What follows belongs to an exercise in optimizing a design on an open flow for small area, a short achievable clock period and few clock cycles; a production flow would make more cautious choices. Where RTL was checked, it was by simulation tests only, not by an equivalence proof against the original. Power is estimated from default activity; no workload was simulated.

== job 101 ==
// P_Liu
module P_Liu (
	input clk,
	input rst,
	input [15:0] inputLine,
	output [15:0] outputLine,
	output outputLineWrite,
	output [9:0] imem_addr,
	input [15:0] imem_rdata,
	output [9:0] dmem_addr,
	output [15:0] dmem_wdata,
	output dmem_we,
	input [15:0] dmem_rdata
);
For scale: ~1700 cells after synthesis, ~100 I/O pins, ~17000 µm² of cells after synthesis.
clock: 11.0 ns
lec_check: 0
cap_margin: 20
core_margin: 2
core_utilization: 40
slew_margin: 20
standard.sh (not shown) runs the stock make flow with config.mk's settings and CLKGATE_MAP_FILE= SYNTH_SCRIPT=/design/flow/synth_recipe.tcl, a recipe that flattens the netlist after the stock synthesis.
==> flow/flow/run.sh <==
#!/bin/bash
set -euo pipefail
bash standard.sh TNS_END_PERCENT=10 \
  "BUFFER_PORTS_ARGS=-buffer_cell sky130_fd_sc_hd__buf_2" \
  floorplan > standard_make_floorplan.log 2>&1
bash standard.sh SETUP_SLACK_MARGIN=6.5 TNS_END_PERCENT=10 \
  "BUFFER_PORTS_ARGS=-buffer_cell sky130_fd_sc_hd__buf_2" \
  finish > standard_make.log 2>&1
Testbench counts of job 101, summed over its fixed seeds: cycles 59,843.
Setup changes, job 101 to job 102
==> flow/flow/run.sh <==
#!/bin/bash
set -euo pipefail
bash standard.sh SETUP_SLACK_MARGIN=7 TNS_END_PERCENT=10 finish > standard_make.log 2>&1
## What came out
Diff job 101 -> job 102: count of vias placed by the detailed router increased about 0.6%, number of clock buffers in the layout rose by about 11%, minimum clock period fell by 0.030 ns.
Going from job 101 to job 102, cell count went up 29; final worst hold slack went up 0.024 ns.
Summary of job 102 over job 101: number of multi-input combinational cells neither gained nor lost much, sequential portion of the cell area moved down, worst reg-to-reg path cell count has decreased.
Job 102 does worse than job 101 on overall power.
Inputs modified between job 102 and job 103:
==> flow/flow/run.sh <==
#!/bin/bash
set -euo pipefail
bash standard.sh SETUP_SLACK_MARGIN=6.5 TNS_END_PERCENT=5 \
  "BUFFER_PORTS_ARGS=-buffer_cell sky130_fd_sc_hd__buf_2" \
  finish > standard_make.log 2>&1
Depth of the worst register-to-register path: job 103 < job 102. NOTE: count of plain and timing-repair buffers in job 103 falls short of that of job 102. Post-route worst hold slack (lower): job 103.
Edits applied to the flow inputs when going from job 103 to job 104:
==> flow/flow/run.sh <==
#!/bin/bash
set -euo pipefail
bash standard.sh SETUP_SLACK_MARGIN=6.5 TNS_END_PERCENT=10 \
  "BUFFER_PORTS_ARGS=-buffer_cell sky130_fd_sc_hd__buf_2" \
  finish > standard_make.log 2>&1
Findings:
On power dissipated in sequential cells, job 103 tracks job 104 almost exactly. The clock latency of the later-clocked register in the worst-skew pair on job 104 is in line with that on job 103. Between job 104 and job 103, the number of standard cells in the final layout excluding fillers figures differ only marginally. Job 104 vs job 103, final routed wirelength across all metal layers went down by 1.4 mm.


Setup of main:
Another version of the RTL of P_Liu (not shown whole).
For scale: roughly 100 I/O pins, ~18000 µm² of cells after synthesis.
clock: 11.0 ns
lec_check: 0
cap_margin: 20
core_margin: 2
core_utilization: 40
setup_slack_margin: 5
slew_margin: 20
run.sh (not shown) runs the stock make flow with config.mk's settings and CLKGATE_MAP_FILE= SYNTH_SCRIPT=/design/flow/synth_recipe.tcl, a recipe that flattens the netlist after the stock synthesis.
Stock flow here: none of the scripts above is used.
main ran to completion and came out clean on the timing, DRC and antenna checks.
What the feature branch does differently from main at the input level:
- a deleted SETUP_SLACK_MARGIN that had been 5
==> flow/flow/run.sh (new file) <==
#!/bin/bash
# Standard ORFS layout, with timing repair asked to leave a larger setup
# margin than the 11 ns clock needs, so that the achieved period shrinks.
set -euo pipefail
bash standard.sh SETUP_SLACK_MARGIN=6 finish > standard_make.log 2>&1
==> flow/standard.sh (new file) <==
#!/bin/bash
# synth_recipe.tcl (not shown) runs the flow's synth.tcl, then flattens the netlist and writes it again
# the make line also repeats each setting of config.mk as NAME=value (left out here)
make -C /OpenROAD-flow-scripts/flow DESIGN_CONFIG=/design/flow/config.mk WORK_HOME=/design/flow/orfs CLKGATE_MAP_FILE= SYNTH_SCRIPT=/design/flow/synth_recipe.tcl "${@:-finish}"
removed: flow/run.sh
==> notes.md <==
For the feature branch, the slowest cell on the critical path was or4_4, unlike main, where it was a221oi_1.
The feature branch vs main — number of fillers in the final layout dropped by a few percent
On initial antenna violation count, the higher figure sits with main, not the feature branch.
The feature branch vs main on portion of the layout cell area used by non-clock buffers: the feature branch is the higher one.
NOTE: sequential share of layout area in the feature branch falls short of that of main
Of main and the feature branch, main shows the lower design area, with the feature branch above it.
Delta (the feature branch minus main): multi-input gate share of total cell area lower; clock network power share went down 2.6 points; global-route met2 utilization climbed 1.9 points; worst-case setup margin in the final layout shows an increase of 790 ps.
No run of this note included a check of the RTL's function; only the layout flow was run.


RTL: one of the versions met above, not the one the previous note started from.
For scale: roughly 1700 cells after synthesis, ~17000 µm² of cells after synthesis.
clock: 11.0 ns
lec_check: 0
cap_margin: 20
core_margin: 2
core_utilization: 40
slew_margin: 20
standard.sh (not shown) runs the stock make flow with config.mk's settings and CLKGATE_MAP_FILE= SYNTH_SCRIPT=/design/flow/synth_recipe.tcl, a recipe that flattens the netlist after the stock synthesis.
==> flow/flow/run.sh <==
#!/bin/bash
set -euo pipefail
bash standard.sh SETUP_SLACK_MARGIN=6.8 TNS_END_PERCENT=10 \
  "BUFFER_PORTS_ARGS=-buffer_cell sky130_fd_sc_hd__buf_2" \
  finish > standard_make.log 2>&1
The first run passed the timing, DRC and antenna checks.
Testbench counts at the start, summed over its fixed seeds: cycles 59,843.
Rerun with:
--- a/flow/flow/run.sh
+++ b/flow/flow/run.sh
@@ -3 +3 @@
-bash standard.sh SETUP_SLACK_MARGIN=6.8 TNS_END_PERCENT=10 \
+bash standard.sh SETUP_SLACK_MARGIN=6 TNS_END_PERCENT=10 \
Outcome: Global-route usage falls by 0.70 points; count of clock-buffer cells in the layout falls by 7; routed wire length falls by 2.4%.


Another version of the RTL of P_Liu (not shown whole).
Size in the first run: ~260 flip-flops, roughly 0.017 mm^2 of cells after synthesis.
Settings: LEC_CHECK=0, CAP_MARGIN=20, CORE_MARGIN=2, CORE_UTILIZATION=40, SLEW_MARGIN=20; clock period 11.0 ns.
==> flow/flow/run.sh <==
#!/bin/bash
set -euo pipefail
bash standard.sh TNS_END_PERCENT=10 \
  "BUFFER_PORTS_ARGS=-buffer_cell sky130_fd_sc_hd__buf_2" \
  floorplan > standard_make_floorplan.log 2>&1
bash standard.sh SETUP_SLACK_MARGIN=6.5 TNS_END_PERCENT=10 \
  "BUFFER_PORTS_ARGS=-buffer_cell sky130_fd_sc_hd__buf_2" \
  finish > standard_make.log 2>&1
Testbench counts at the start, summed over its fixed seeds: cycles 59,843.
Next try:
==> flow/flow/run.sh (replaced) <==
#!/bin/bash
set -euo pipefail
bash standard.sh SETUP_SLACK_MARGIN=6.5 TNS_END_PERCENT=10 \
  "BUFFER_PORTS_ARGS=-buffer_cell sky130_fd_sc_hd__buf_2" \
  finish > standard_make.log 2>&1
What happened:
- final cell count shrinks by about 1%
- clock-buffer cell count grows by 3
- synthesized area is unchanged
- non-clock buffer count shrinks by 28
- global-route usage grows by 0.70 points
- core utilization shrinks by 0.21 points


RTL: one of the versions met above, not the one the previous note started from.
For scale: about 1700 cells after synthesis, roughly 100 I/O pins.
==> flow/design.v (excerpt) <==
module P_Liu (
	input clk,
	input rst,
	input [15:0] inputLine,
	output [15:0] outputLine,
	output outputLineWrite,
	output [9:0] imem_addr,
	input [15:0] imem_rdata,
	output [9:0] dmem_addr,
	output [15:0] dmem_wdata,
	output dmem_we,
	input [15:0] dmem_rdata
);
	reg [9:0] fa;         
	reg dv;               
	reg [15:0] ir;        
	reg [8:0] sa;         
	reg [9:0] sb;         
	reg xv;               
	reg xp;               
	reg lph;              
	reg [9:0] maddr;      
	reg mwe;              
	reg [15:0] wdr;       
	reg owr;              
	reg [15:0] sp, ra, pc;
	reg [15:0] x0, x1, x2, x3, x4, x5, x6, x7;
	assign imem_addr = fa;
	assign dmem_addr = maddr;
	assign dmem_we = mwe;
	assign dmem_wdata = wdr;
	assign outputLine = wdr;
	assign outputLineWrite = owr;
	wire [15:0] iw = imem_rdata;
	wire d_load = (iw[15:12] == 4'b0101) | (iw[15:6] == 10'b0111000011) |
	              (iw[15:10] == 6'b001110);
	wire d_a_rs2 = iw[15:12] == 4'b0000;
	wire d_a_ra  = iw[15:11] == 5'b00111;
	wire [2:0] d_ra = d_a_rs2 ? iw[8:6] : iw[2:0];
	wire [8:0] d_sa = d_a_ra ? 9'h100 : {1'b0, 8'd1 << d_ra};
	wire d_g_sp = iw[15:10] == 6'b011101;
	wire d_b_sp = (d_g_sp & ((iw[9:3] == 7'b0100000) | (iw[9:3] == 7'b0000000))) |
	              (iw[15:10] == 6'b011110) | (iw[15:11] == 5'b00111) |
	              (iw[15:13] == 3'b010);
	wire d_b_pc = d_g_sp & ((iw[9:3] == 7'b1100000) | (iw[9:3] == 7'b1000000));
	wire [9:0] d_sb = d_b_sp ? 10'h100 : (d_b_pc ? 10'h200 : {2'b00, 8'd1 << iw[5:3]});
	wire d_far = (iw[15:10] == 6'b001111) | (iw[15:10] == 6'b011111) |
	             (iw[15:12] == 4'b0110);
	wire d_pred = d_far | (iw[15] & iw[12]);
	wire [9:0] d_off = d_far ? iw[9:0] : {{3{iw[12]}}, iw[12:6]};
	wire [9:0] d_tgt;
	C_KSAdd #(.W(10)) DTGT (.a(pc[10:1]), .b(d_off), .ci(xv), .s(d_tgt), .co());
	wire [2:0] rd  = ir[2:0];
	wire i_alu   = ir[15:12] == 4'b0000;
  ...
==> flow/config.mk <==
export PLATFORM = sky130hd
export DESIGN_NAME = P_Liu
export DESIGN_NICKNAME = P_Liu
export VERILOG_FILES = /design/flow/design.v
export SDC_FILE = /design/flow/constraint.sdc
export NUM_CORES = 4
export LEC_CHECK = 0
export CAP_MARGIN = 20
export CORE_MARGIN = 2
export CORE_UTILIZATION = 40
export SLEW_MARGIN = 20
==> flow/constraint.sdc <==
create_clock -name core_clock -period 11.0 [get_ports {clk}]
set_input_delay 2.2000 -clock core_clock [delete_from_list [all_inputs] [get_ports {clk}]]
set_output_delay 2.2000 -clock core_clock [all_outputs]
set_load 0.01 [all_outputs]
==> flow/flow/run.sh <==
#!/bin/bash
set -euo pipefail
bash standard.sh SETUP_SLACK_MARGIN=7 TNS_END_PERCENT=10 \
  "BUFFER_PORTS_ARGS=-buffer_cell sky130_fd_sc_hd__buf_2" \
  finish > standard_make.log 2>&1
Testbench counts at the start, summed over its fixed seeds: cycles 59,843.
Edit:
==> flow/flow/run.sh (replaced) <==
#!/bin/bash
set -euo pipefail
bash standard.sh SETUP_SLACK_MARGIN=7 TNS_END_PERCENT=10 \
  CAP_MARGIN=0 SLEW_MARGIN=0 \
  "CTS_BUF_LIST=sky130_fd_sc_hd__clkbuf_4 sky130_fd_sc_hd__clkbuf_8" \
  finish > standard_make.log 2>&1
=> The new run ran to the end with no violations; area after synthesis does not change; maximum frequency goes down by about 0.5%; worst hold slack is better by 29 ps; wire length climbs by about 2.5%; worst setup slack loses 23 ps; power goes up by 0.79%; die area does not change; combinational power is higher by about 2%.

[what the ideal ports hide]
Ports are ideal in the flow. The routed layouts listed here were re-timed in OpenROAD.
Step 1 assumes that a clkbuf_16 drives the clock port and a buf_2 every other input.
Step 2 adds t to the input delays and takes it off the output delays; t is the mean of the earliest and latest rising clock arrival at the registers after step 1. Input paths then give back, and output paths get back, about the clock's delay inside the block.
a / b / c = ideal / step 1 / step 2; a / b = the first two.
| run | t (ns) | setup WS [ns] | clock arrival spread, ns |
|---|---|---|---|
| job 101 | 0.611 | 6.430 / 6.462 / 5.851 | 0.025 / 0.025 |
| job 102 | 0.619 | 6.461 / 6.494 / 5.876 | 0.034 / 0.033 |
| job 103 | 0.623 | 6.413 / 6.434 / 5.811 | 0.041 / 0.040 |
| job 104 | 0.625 | 6.450 / 6.450 / 5.945 | 0.032 / 0.033 |
| main | 0.652 | 5.147 / 5.147 / 5.147 | 0.031 / 0.032 |
| the feature branch | 0.649 | 5.942 / 5.942 / 5.661 | 0.041 / 0.041 |
| the first run of note 3 | 0.657 | 6.578 / 6.578 / 5.990 | 0.017 / 0.017 |
| the second run of note 3 | 0.615 | 6.044 / 6.044 / 5.522 | 0.032 / 0.031 |
| the first run of note 4 | 0.637 | 6.468 / 6.468 / 6.218 | 0.028 / 0.029 |
| the second run of note 4 | 0.651 | 6.217 / 6.217 / 6.110 | 0.019 / 0.019 |
| the first run of note 5 | 0.618 | 6.377 / 6.415 / 5.797 | 0.028 / 0.028 |
| the second run of note 5 | 0.685 | 6.354 / 6.386 / 5.701 | 0.064 / 0.064 |
After both steps every run listed still meets setup and hold. For the second run of note 5, which loses most, drivers alone change the setup slack by +0.032 ns; drivers and shift together by -0.653 ns.
